From an optimization exercise on the open Yosys and OpenROAD flow, aimed at small area, a short achievable clock period and few clock cycles per item; shortcuts taken in it are not production practice. Function was checked by simulation only, so behaviour that the tests miss may differ from the original. Power figures rest on the tool's default switching activity, not on a simulated workload.

==> flow/design.v <==
module lt8 (
	input  wire [7:0] an,
	input  wire [7:0] b,
	output wire       lt
);
	wire [8:0] c;
	assign c[0] = 1'b0;
	genvar i;
	generate
	for (i = 0; i < 8; i++) begin : ch
		assign c[i+1] = (an[i] & b[i]) | (an[i] & c[i]) | (b[i] & c[i]);
	end
	endgenerate
	assign lt = c[8];
endmodule
module minmax4 (
	input  wire [7:0] v0,
	input  wire [7:0] v1,
	input  wire [7:0] v2,
	input  wire [7:0] v3,
	output wire [7:0] mn,
	output wire [7:0] mx
);
	wire [7:0] v1n = ~v1;
	wire [7:0] v2n = ~v2;
	wire [7:0] v3n = ~v3;
	wire x01, x02, x03, x12, x13, x23;
	lt8 c01 (.an(v1n), .b(v0), .lt(x01));
	lt8 c02 (.an(v2n), .b(v0), .lt(x02));
	lt8 c03 (.an(v3n), .b(v0), .lt(x03));
	lt8 c12 (.an(v2n), .b(v1), .lt(x12));
	lt8 c13 (.an(v3n), .b(v1), .lt(x13));
	lt8 c23 (.an(v3n), .b(v2), .lt(x23));
	wire n0 = !x01 && !x02 && !x03;
	wire n1 =  x01 && !x12 && !x13;
	wire n2 =  x02 &&  x12 && !x23;
	wire n3 =  x03 &&  x13 &&  x23;
	wire m0 =  x01 &&  x02 &&  x03;
	wire m1 = !x01 &&  x12 &&  x13;
	wire m2 = !x02 && !x12 &&  x23;
	wire m3 = !x03 && !x13 && !x23;
	assign mn = ({8{n0}} & v0) | ({8{n1}} & v1) | ({8{n2}} & v2) | ({8{n3}} & v3);
	assign mx = ({8{m0}} & v0) | ({8{m1}} & v1) | ({8{m2}} & v2) | ({8{m3}} & v3);
endmodule
module custom_master_slave #(
	parameter MASTER_ADDRESSWIDTH = 28,
	parameter DATAWIDTH = 32
)
(
	input  logic clk,
	input  logic reset_n,
	input  logic [2:0] filter_sel,
	output logic [MASTER_ADDRESSWIDTH-1:0] master_address,
	output logic [DATAWIDTH-1:0] master_writedata,
	output logic master_write,
	output logic master_read,
	input  logic [DATAWIDTH-1:0] master_readdata,
	input  logic master_readdatavalid,
	input  logic master_waitrequest
);
localparam int D  = 5;                 
localparam int PW = 3;                 
localparam int H  = 6;                 
localparam int K  = H - 2;             
localparam int NS = (478 + K - 1) / K;               
localparam int LK = 478 - K * (NS - 1);              
localparam logic [19:0] IN_BASE = 20'd307200;     
localparam logic [19:0] W_EDGE0 = 20'd641;        
logic running, inv, edge_m;
logic [19:0] maddr;                    
logic [23:0] wdata;
assign master_address   = {1'b1, 5'b00000, maddr, 2'b00};
assign master_writedata = {8'h00, wdata};
logic [19:0] raddr;
logic [2:0]  rj;                       
logic [9:0]  rc;                       
logic [8:0]  rr;                       
logic        rdone;
logic [PW:0] cnt;                      
logic [19:0] waddr;
logic [1:0]  wj;                       
logic [9:0]  wc;                       
logic [2:0]  aj;
logic [9:0]  ac;
logic        a_last;                   
logic [23:0] dl [0:2*H+2];             
logic        v0, v1;
logic [23:0] fmem [0:D-1];
logic [PW-1:0] fwp, frp;
logic [PW:0] fcnt;
logic go, want_w, r_prod, r_last, rd_ok, do_w, do_r;
logic r_jend, r_cend, w_jend, w_cend, w_lastst;
logic r_jend_q, r_cend_q, w_jend_q, w_cend_q, w_last_q;
assign r_jend   = r_jend_q;
assign r_cend   = r_cend_q;
assign w_lastst = w_last_q;
assign w_jend   = w_jend_q;
assign w_cend   = w_cend_q;
assign go     = !(master_read || master_write) || !master_waitrequest;
assign want_w = (fcnt != '0);
assign r_prod = inv || (rj >= 3'd2 && rc >= 10'd2 && !(rr == 9'(NS-1) && rj >= 3'(2+LK)));
assign r_last = r_cend && (inv ? (rr == 9'd479) : (rr == 9'(NS-1) && r_jend));
assign rd_ok  = running && !rdone && (!r_prod || cnt < D);
assign do_w   = go && want_w;
assign do_r   = go && !want_w && rd_ok;
logic [19:0] rinc, winc;
always_comb begin
	if (inv)               rinc = 20'd1;
	else if (!r_jend)      rinc = 20'd640;
	else if (!r_cend)      rinc = 20'd1 - 20'(640*(H-1));
	else                   rinc = -20'd1279;
	if (inv)               winc = 20'd1;
	else if (!w_jend)      winc = 20'd640;
	else if (!w_cend)      winc = w_lastst ? 20'd1 - 20'(640*(LK-1)) : 20'd1 - 20'(640*(K-1));
	else                   winc = 20'd3;
end
always_ff @(posedge clk) begin
	if (!reset_n) begin
		running <= 1'b0;
		inv     <= 1'b0;
		edge_m  <= 1'b0;
		master_read  <= 1'b0;
		master_write <= 1'b0;
		raddr <= IN_BASE;
		waddr <= W_EDGE0;
		rj <= 3'd0; rc <= 10'd0; rr <= 9'd0;
		rdone <= 1'b0;
		cnt <= '0;
		wj <= 2'd0; wc <= 10'd1;
		r_jend_q <= 1'b0; r_cend_q <= 1'b0;
		w_jend_q <= 1'b0; w_cend_q <= 1'b0; w_last_q <= 1'b0;
		frp <= '0;
	end else begin
		if (!running) begin
			if (filter_sel != 3'b000) begin
				running <= 1'b1;
				edge_m  <= filter_sel[0];
				inv     <= !filter_sel[0] && !filter_sel[2];
				if (!filter_sel[0] && !filter_sel[2]) waddr <= 20'd0;
			end
		end
		if (go) begin
			master_write <= want_w;
			master_read  <= !want_w && rd_ok;
		end
		if (do_w) begin
			maddr <= waddr;
			wdata <= fmem[frp];
			frp   <= (frp == PW'(D-1)) ? '0 : frp + 1'b1;
			waddr <= waddr + winc;
			if (!w_jend) begin
				wj <= wj + 2'd1;
				w_jend_q <= (int'(wj) == (w_last_q ? LK : K) - 2);
			end else begin
				wj <= 2'd0;
				if (w_cend) begin
					wc <= 10'd1;
					w_cend_q <= 1'b0;
					w_last_q <= (rr == 9'(NS-1));
					w_jend_q <= (rr == 9'(NS-1)) && (LK == 1);
				end else begin
					wc <= wc + 10'd1;
					w_cend_q <= (wc == 10'd637);
					w_jend_q <= w_last_q && (LK == 1);
				end
			end
		end
		if (do_r) begin
			maddr <= raddr;
			raddr <= raddr + rinc;
			if (inv || r_jend) begin
				rj <= 3'd0;
				r_jend_q <= 1'b0;
				if (r_cend) begin
					rc <= 10'd0;
					r_cend_q <= 1'b0;
					rr <= rr + 9'd1;
				end else begin
					rc <= rc + 10'd1;
					r_cend_q <= (rc == 10'd638);
				end
			end else begin
				rj <= rj + 3'd1;
				r_jend_q <= (rj == 3'(H-2));
			end
			if (r_last) rdone <= 1'b1;
		end
		cnt <= cnt + (PW+1)'(do_r && r_prod) - (PW+1)'(do_w);
	end
end
always_ff @(posedge clk) begin
	if (!reset_n) begin
		aj <= 3'd0; ac <= 10'd0; a_last <= 1'b0;
		v0 <= 1'b0; v1 <= 1'b0;
	end else begin
		v0 <= master_readdatavalid && !inv && aj >= 3'd2 && ac >= 10'd2 && !(a_last && aj >= 3'(2+LK));
		v1 <= v0;
		if (master_readdatavalid) begin
			if (aj == 3'(H-1)) begin
				aj <= 3'd0;
				if (ac == 10'd639) begin ac <= 10'd0; a_last <= (rr == 9'(NS-1)); end
				else ac <= ac + 10'd1;
			end else aj <= aj + 3'd1;
		end
	end
end
always_ff @(posedge clk) begin
	if (master_readdatavalid) begin
		dl[0] <= master_readdata[31:8];
		for (int i = 1; i <= 2*H+2; i++) dl[i] <= dl[i-1];
	end
end
logic [7:0]  cq  [0:2];               
logic [7:0]  la  [0:2];               
logic [7:0]  lb  [0:2];               
logic [7:0]  ha  [0:2];               
logic [7:0]  hb  [0:2];               
genvar L;
generate
for (L = 0; L < 3; L++) begin : lane
	wire [7:0] c = dl[H+1][8*L+7:8*L];
	wire [7:0] lo_a, hi_a, lo_b, hi_b;
	minmax4 ga (.v0(dl[2*H+2][8*L+7:8*L]), .v1(dl[H+2][8*L+7:8*L]), .v2(dl[2][8*L+7:8*L]), .v3(dl[2*H+1][8*L+7:8*L]),
	            .mn(lo_a), .mx(hi_a));
	minmax4 gb (.v0(dl[1][8*L+7:8*L]), .v1(dl[2*H][8*L+7:8*L]), .v2(dl[H][8*L+7:8*L]), .v3(dl[0][8*L+7:8*L]),
	            .mn(lo_b), .mx(hi_b));
	wire [10:0] e0 = {1'b0, c, 2'b00};
	wire [10:0] e1 = ~{3'b000, dl[H+2][8*L+7:8*L]};
	wire [10:0] e2 = ~{3'b000, dl[H][8*L+7:8*L]};
	wire [10:0] e3 = ~{3'b000, dl[2*H+1][8*L+7:8*L]};
	wire [10:0] e4 = ~{3'b000, dl[1][8*L+7:8*L]};
	wire [10:0] p1 = e0 ^ e1 ^ e2;
	wire [10:0] g1 = (e0 & e1) | (e0 & e2) | (e1 & e2);
	wire [10:0] q1 = {g1[9:0], 1'b0};
	wire [10:0] p2 = p1 ^ q1 ^ e3;
	wire [10:0] g2 = (p1 & q1) | (p1 & e3) | (q1 & e3);
	wire [10:0] q2 = {g2[9:0], 1'b0};
	wire [10:0] es = p2 ^ q2 ^ e4;                                   
	wire [9:0]  ec = ((p2 & q2) | (p2 & e4) | (q2 & e4)) & 10'h3FF;   
	always_ff @(posedge clk) begin
		cq[L] <= c;
		la[L] <= edge_m ? es[7:0] : lo_a;
		lb[L] <= edge_m ? ec[7:0] : lo_b;
		ha[L] <= edge_m ? {es[10:8], ec[9:8], 3'b000} : hi_a;
		hb[L] <= hi_b;
	end
end
endgenerate
logic [23:0] res, e_w, s_w;
generate
for (L = 0; L < 3; L++) begin : fin
	wire [10:0] t = {ha[L][7:5], la[L]} + {ha[L][4:3], lb[L], 1'b0} + 11'd4;
	assign e_w[8*L+7:8*L] = t[10] ? 8'h00 : (t[9] || t[8]) ? 8'hFF : t[7:0];
	wire [7:0] cqn = ~cq[L];
	wire [7:0] lbn = ~lb[L];
	wire [7:0] han = ~ha[L];
	wire p, q, cla, clb, cha, chb;
	lt8 u0 (.an(lbn), .b(la[L]), .lt(p));       
	lt8 u1 (.an(han), .b(hb[L]), .lt(q));       
	lt8 u2 (.an(cqn), .b(la[L]), .lt(cla));     
	lt8 u3 (.an(cqn), .b(lb[L]), .lt(clb));     
	lt8 u4 (.an(cqn), .b(ha[L]), .lt(cha));     
	lt8 u5 (.an(cqn), .b(hb[L]), .lt(chb));     
	wire above = !cha && !chb;                  
	wire below = cla && clb;                    
	assign s_w[23-8*L:16-8*L] = ({8{above &&  q}} & hb[L]) | ({8{above && !q}} & ha[L])
	                          | ({8{below &&  p}} & lb[L]) | ({8{below && !p}} & la[L])
	                          | ({8{!above && !below}} & cq[L]);
end
endgenerate
assign res = edge_m ? e_w : s_w;
logic        push;
logic [23:0] pdata;
assign push  = inv ? master_readdatavalid : v1;
assign pdata = inv ? ~{master_readdata[15:8], master_readdata[23:16], master_readdata[31:24]} : res;
always_ff @(posedge clk) begin
	if (push) fmem[fwp] <= pdata;
end
always_ff @(posedge clk) begin
	if (!reset_n) begin
		fwp  <= '0;
		fcnt <= '0;
	end else begin
		if (push) fwp <= (fwp == PW'(D-1)) ? '0 : fwp + 1'b1;
		fcnt <= fcnt + (PW+1)'(push) - (PW+1)'(do_w);
	end
end
endmodule
==> flow/run.sh <==
#!/bin/bash
# synth_recipe.tcl (not shown) runs the flow's synth.tcl, then flattens the netlist and writes it again
# the make line also repeats each setting of config.mk as NAME=value (left out here)
make -C /OpenROAD-flow-scripts/flow DESIGN_CONFIG=/design/flow/config.mk WORK_HOME=/design/flow/orfs CLKGATE_MAP_FILE= SYNTH_SCRIPT=/design/flow/synth_recipe.tcl finish
==> flow/config.mk <==
export PLATFORM = sky130hd
export DESIGN_NAME = custom_master_slave
export DESIGN_NICKNAME = custom_master_slave
export VERILOG_FILES = /design/flow/design.v
export SDC_FILE = /design/flow/constraint.sdc
export NUM_CORES = 4
export LEC_CHECK = 0
export CAP_MARGIN = 20
export CORE_MARGIN = 2
export CORE_UTILIZATION = 40
export CTS_CLUSTER_DIAMETER = 100
export CTS_CLUSTER_SIZE = 30
export PLACE_DENSITY = 0.6
export SETUP_SLACK_MARGIN = 5
export SLEW_MARGIN = 20
export SYNTH_HIERARCHICAL = 1
export SYNTH_MINIMUM_KEEP_SIZE = 0
==> flow/constraint.sdc <==
create_clock -name core_clock -period 8.0 [get_ports {clk}]
set_input_delay 1.6000 -clock core_clock [delete_from_list [all_inputs] [get_ports {clk}]]
set_output_delay 1.6000 -clock core_clock [all_outputs]
set_load 0.01 [all_outputs]
==> results.txt <==
-- state kept, by name (all words and copies together), names as in the netlist, 4 cells and up --
| signal | count |
|---|---|
| cq | 24 |
| ac | 10 |
| rr | 9 |
| waddr | 20 |
| rc | 10 |
| lb | 24 |
| cnt | 4 |
| wdata | 24 |
| fcnt | 4 |
| fmem | 120 |
| maddr | 20 |
| ha | 24 |
| la | 24 |
| wc | 10 |
| dl | 360 |
| raddr | 20 |
| hb | 24 |
-- Yosys stat by module, one instance, submodules excluded --
module	cells inside	copies in the design	flops+latches	area [um2]
lt8	13	54	0	93.8
custom_master_slave	2330	1	759	31500
minmax4	84	6	0	512
-- metrics by stage --
step | instance area, um2 | hold slack [ps] | instances | util [%]
after detailed placement | 41800 | 402 | 4827 | 42.5
final | 44300 | 393 | 4934 | 45.1
after global routing | 44300 | 391 | 4934 | 45.1
after floorplan | 39900 | 365 | 3550 | -
after CTS | 43600 | 397 | 4918 | 44.3
after global placement | 41800 | 400 | 4827 | 42.5
-- metal layers --
layer	share of wire (%)	vias up	track usage [%]
met5	0.0099	-	0
met1	45	13993	27.8
met2	46	1044	30.7
met4	2.7	2	5.93
met3	6.1	158	2.37
li1	-	13491	-
-- cell type report --
type | count | area, um2
clock buffers | 50 | 975
clock inverters | 16 | 236
fillers | 9037 | 54000
inverters | 471 | 1800
multi-input cells | 2217 | 17800
flip-flops and latches | 759 | 20500
well taps | 1287 | 1610
repair buffers | 133 | 1370
repair inverters | 1 | 7.51
-- placed cells by master (no fill, tap or decap), types with 60 or more instances in the layout --
cell      count
edfxtp_1    524
inv_1       452
nand2_1     303
nor2_1      257
dfxtp_1     207
a22oi_1     201
ha_1        111
a222oi_1    110
a21oi_1      85
nor3_1       66
a221oi_1     65
o22ai_1      63
a211oi_1     63
a221oi_2     61
fa_1         61
o211ai_1     60
-- path summary, 6_finish.rpt --
kind | from | to | depth (start not counted)
worst max-delay path | wdata[14] | master_writedata[14] | 1
worst min-delay path | dl[9][16] | dl[10][16] | 0
worst max register to register | la[1][2] | fmem[2][9] | 15
worst min register to register | dl[9][16] | dl[10][16] | 0
-- cells in the mapped netlist, drive strengths merged (67+ instances only) --
cell	number
edfxtp	524
inv	470
nand2	307
nor2	267
dfxtp	235
a22oi	201
a221oi	126
ha	122
a222oi	110
a21oi	94
nor3	91
o22ai	70
a211oi	67
-- power by group through the flow --
stage               combinational, mW  clock (mW)  sequential (mW)
global route                     4.11        2.48             5.36
CTS                              3.45        2.36             5.32
finish                           3.70        2.27             5.30
floorplan                        2.42           0             5.16
detailed placement               3.22           0             5.41
global placement                 3.18           0             5.41
-- cells by family (layout without fill, tap and decap cells) --
logic type | count (synthesis) | in the layout | share of synthesized area, %
muxes | 103 | 103 | 3.49
AOI/OAI and AO/OA | 963 | 964 | 19.5
adders and majority gates | 188 | 188 | 7.19
buffers and inverters | 577 | 671 | 5.96
xor gates and xnor gates | 76 | 76 | 1.68
other | 2 | 16 | 0.0190
and+or+nand+nor | 868 | 870 | 10.5
DFF | 759 | 759 | 51.6
-- timing repair --
item / 4_1_cts / 5_1_grt
pin swaps: 20 / 38
endpoints found under the setup margin: 465 / 208
cloned: 6 / 0
hold endpoints to repair: 0 / 0
setup buffers: 19 / 15
gates resized for setup: 158 / 122
-- worst reg2reg max path, cell delays in order, from the launching register on --
cell and delay, ps:
dfxtp_4 420, inv_2 60, ha_4 220, inv_4 50
ha_4 120, inv_2 40, fa_2 390, nor2b_1 120
o21a_1 190, o21ai_2 100, a211oi_2 220, buf_4 180
nor3_4 60, buf_12 140, o22ai_4 180, o221ai_4 170
==> summary.txt <==
Run status
  – Run status: no timing/DRC/antenna violations

Yosys
  – Cells after synthesis: 3536
  – Synth Warn #: 19
  – Yosys cell types: 86
  – Synth area leaders: edfxtp_1 40%, dfxtp_1 12%, inv_1 4.4%, ha_1 3.9%, a22oi_1 3.8%
  – Number of enable flip-flop cells after synthesis: 524
  – Yosys top cell by area: edfxtp_1
  – Synth top area share: 39.7%
  – Syn Area/Cell: 11.2 um2
  – Synth Register Bits: 759
  – Seq/Total Area, Yosys: 51.6%
  – Dominant synthesized flop cell: edfxtp_1
  – Post-synthesis async set-or-reset flop share: 0%
  – Mapped cell area: 39600 um2

Timing
  – RSZ-0062 raised after global routing: true
  – Fin. Hold Viols: 0
  – Final Skew: 43.7 ps
  – Final period demand of the worst path: 2930 ps
  – Final setup fails: 0
  – Slew of the pin with the lowest slew margin: 950 ps
  – Pins Over Slew Limit: 0
  – Final TNS setup: 0 ps
  – Worst setup margin: 5070 ps
  – Slew HR: 36.7%
  – Peak Freq: 0.341 GHz
  – Period Utilization, post-route: 36.7%

Power
  – Cell Int Power: 7.36 mW
  – LEAKAGE: 17.0 nW
  – Logic pwr share: 32.8%
  – Clock Power Share: 20.2%
  – Peak supply drop: 0.148 mV
  – PD cells: 254 nW/um2
  – Sw power: 3.92 mW
  – Flop pwr share: 47.0%
  – Total Power: 11.3 mW
  – Net Sw Frac: 34.8%

Clocking
  – Clock Latency Late Sink: 630 ps
  – TritonCTS buffer count: 36
  – CTS root buf: clkbuf_16
  – Maximum level of the CTS H-tree: 2
  – CTS tree: done
  – Worst-path clk slew: 110 ps
  – # hold bufs at CTS: 0
  – # clock sinks: 759
  – Max Root-Sink Buffers: 3

Drt
  – DRC Markers: 0
  – Routed vias: 28688
  – Routed wire length: 101000 um
  – DRT Pass-1 Iters: 7
  – Vias/cell: 5.81
  – WL/cell: 20.4 um
  – DRT iter0 DRCs: 3393
  – Routed Antenna Nets: 0

Run
  – Max_cap viols: 0

Global route
  – Initial antenna violation count: 1
  – Pin count of the biggest net entering global routing: 144
  – First-pass GRT wire length: 158000 um
  – Global Route Usage Sum: 19.4%
  – Number of global-route vias before repair: 27082
  – GR Overflow Total: 0

Layout
  – Nets: 3846
  – Diode count: 0
  – Layout area overhead: 11.9%
  – Ratio of cells with drive above 1 in the final layout: 12.4%

Floorplan
  – Die W: 319 um
  – IO Count: 101
  – Initial Util: 40.3%
  – Die footprint: 102000 um2
  – Vert. Die Dim: 319 um
  – Core area: 98300 um2
  – Row count: 115

Worst setup path
  – Crit-path max cell delay: 450 ps
  – CP max FO: 1
  – Setup slack, reg-to-reg: 5080 ps
  – Critical Path Source Type: flop
  – WP data required: 6400 ps
  – Critical Path Slowest Stage Cell: edfxtp_1
  – Critical path buffers and inverters: 1
  – Crit-path cells: clkdlybuf4s15_2
  – Crit path kind: flop to output port
  – Critical Path AT: 1330 ps
  – CP top delay family: flip-flops
  – Critical path endpoint category: output port

Place
  – Dpl ws: 3530 ps
  – Port Buffers: 76
  – Gp weighted congestion: 0.876
  – DP Wirelength: 68900 um

Worst hold path
  – Hold Path Class: flop to flop
Testbench counts, summed over its fixed seeds: cycles 7,757,106, pixels 2,751,384.

## afterwards: timing with drivers on the ports
No port has a modelled driver above. Below, the same layout with a new extraction and two added sets of constraints. Step 1 (the two cells are an assumption about what drives the block):
set clk [get_ports {clk}]
set_driving_cell -lib_cell sky130_fd_sc_hd__clkbuf_16 $clk
set_driving_cell -lib_cell sky130_fd_sc_hd__buf_2 [delete_from_list [all_inputs] $clk]
Step 2 adds t to the input delays and takes it off the output delays; t is the mean of the earliest and latest rising clock arrival at the registers after step 1. Input paths then give back, and output paths get back, about the clock's delay inside the block. a / b / c = ideal / step 1 / step 2; a / b = the first two.
shift t [ns]: 0.664
setup WS [ns]: 5.066 / 5.000 / 4.410
worst data-port slew with drivers (ns): 0.06
After both steps setup and hold are still met in this run. The setup slack of this run moves by -0.066 ns with the drivers and by -0.656 ns with both steps.
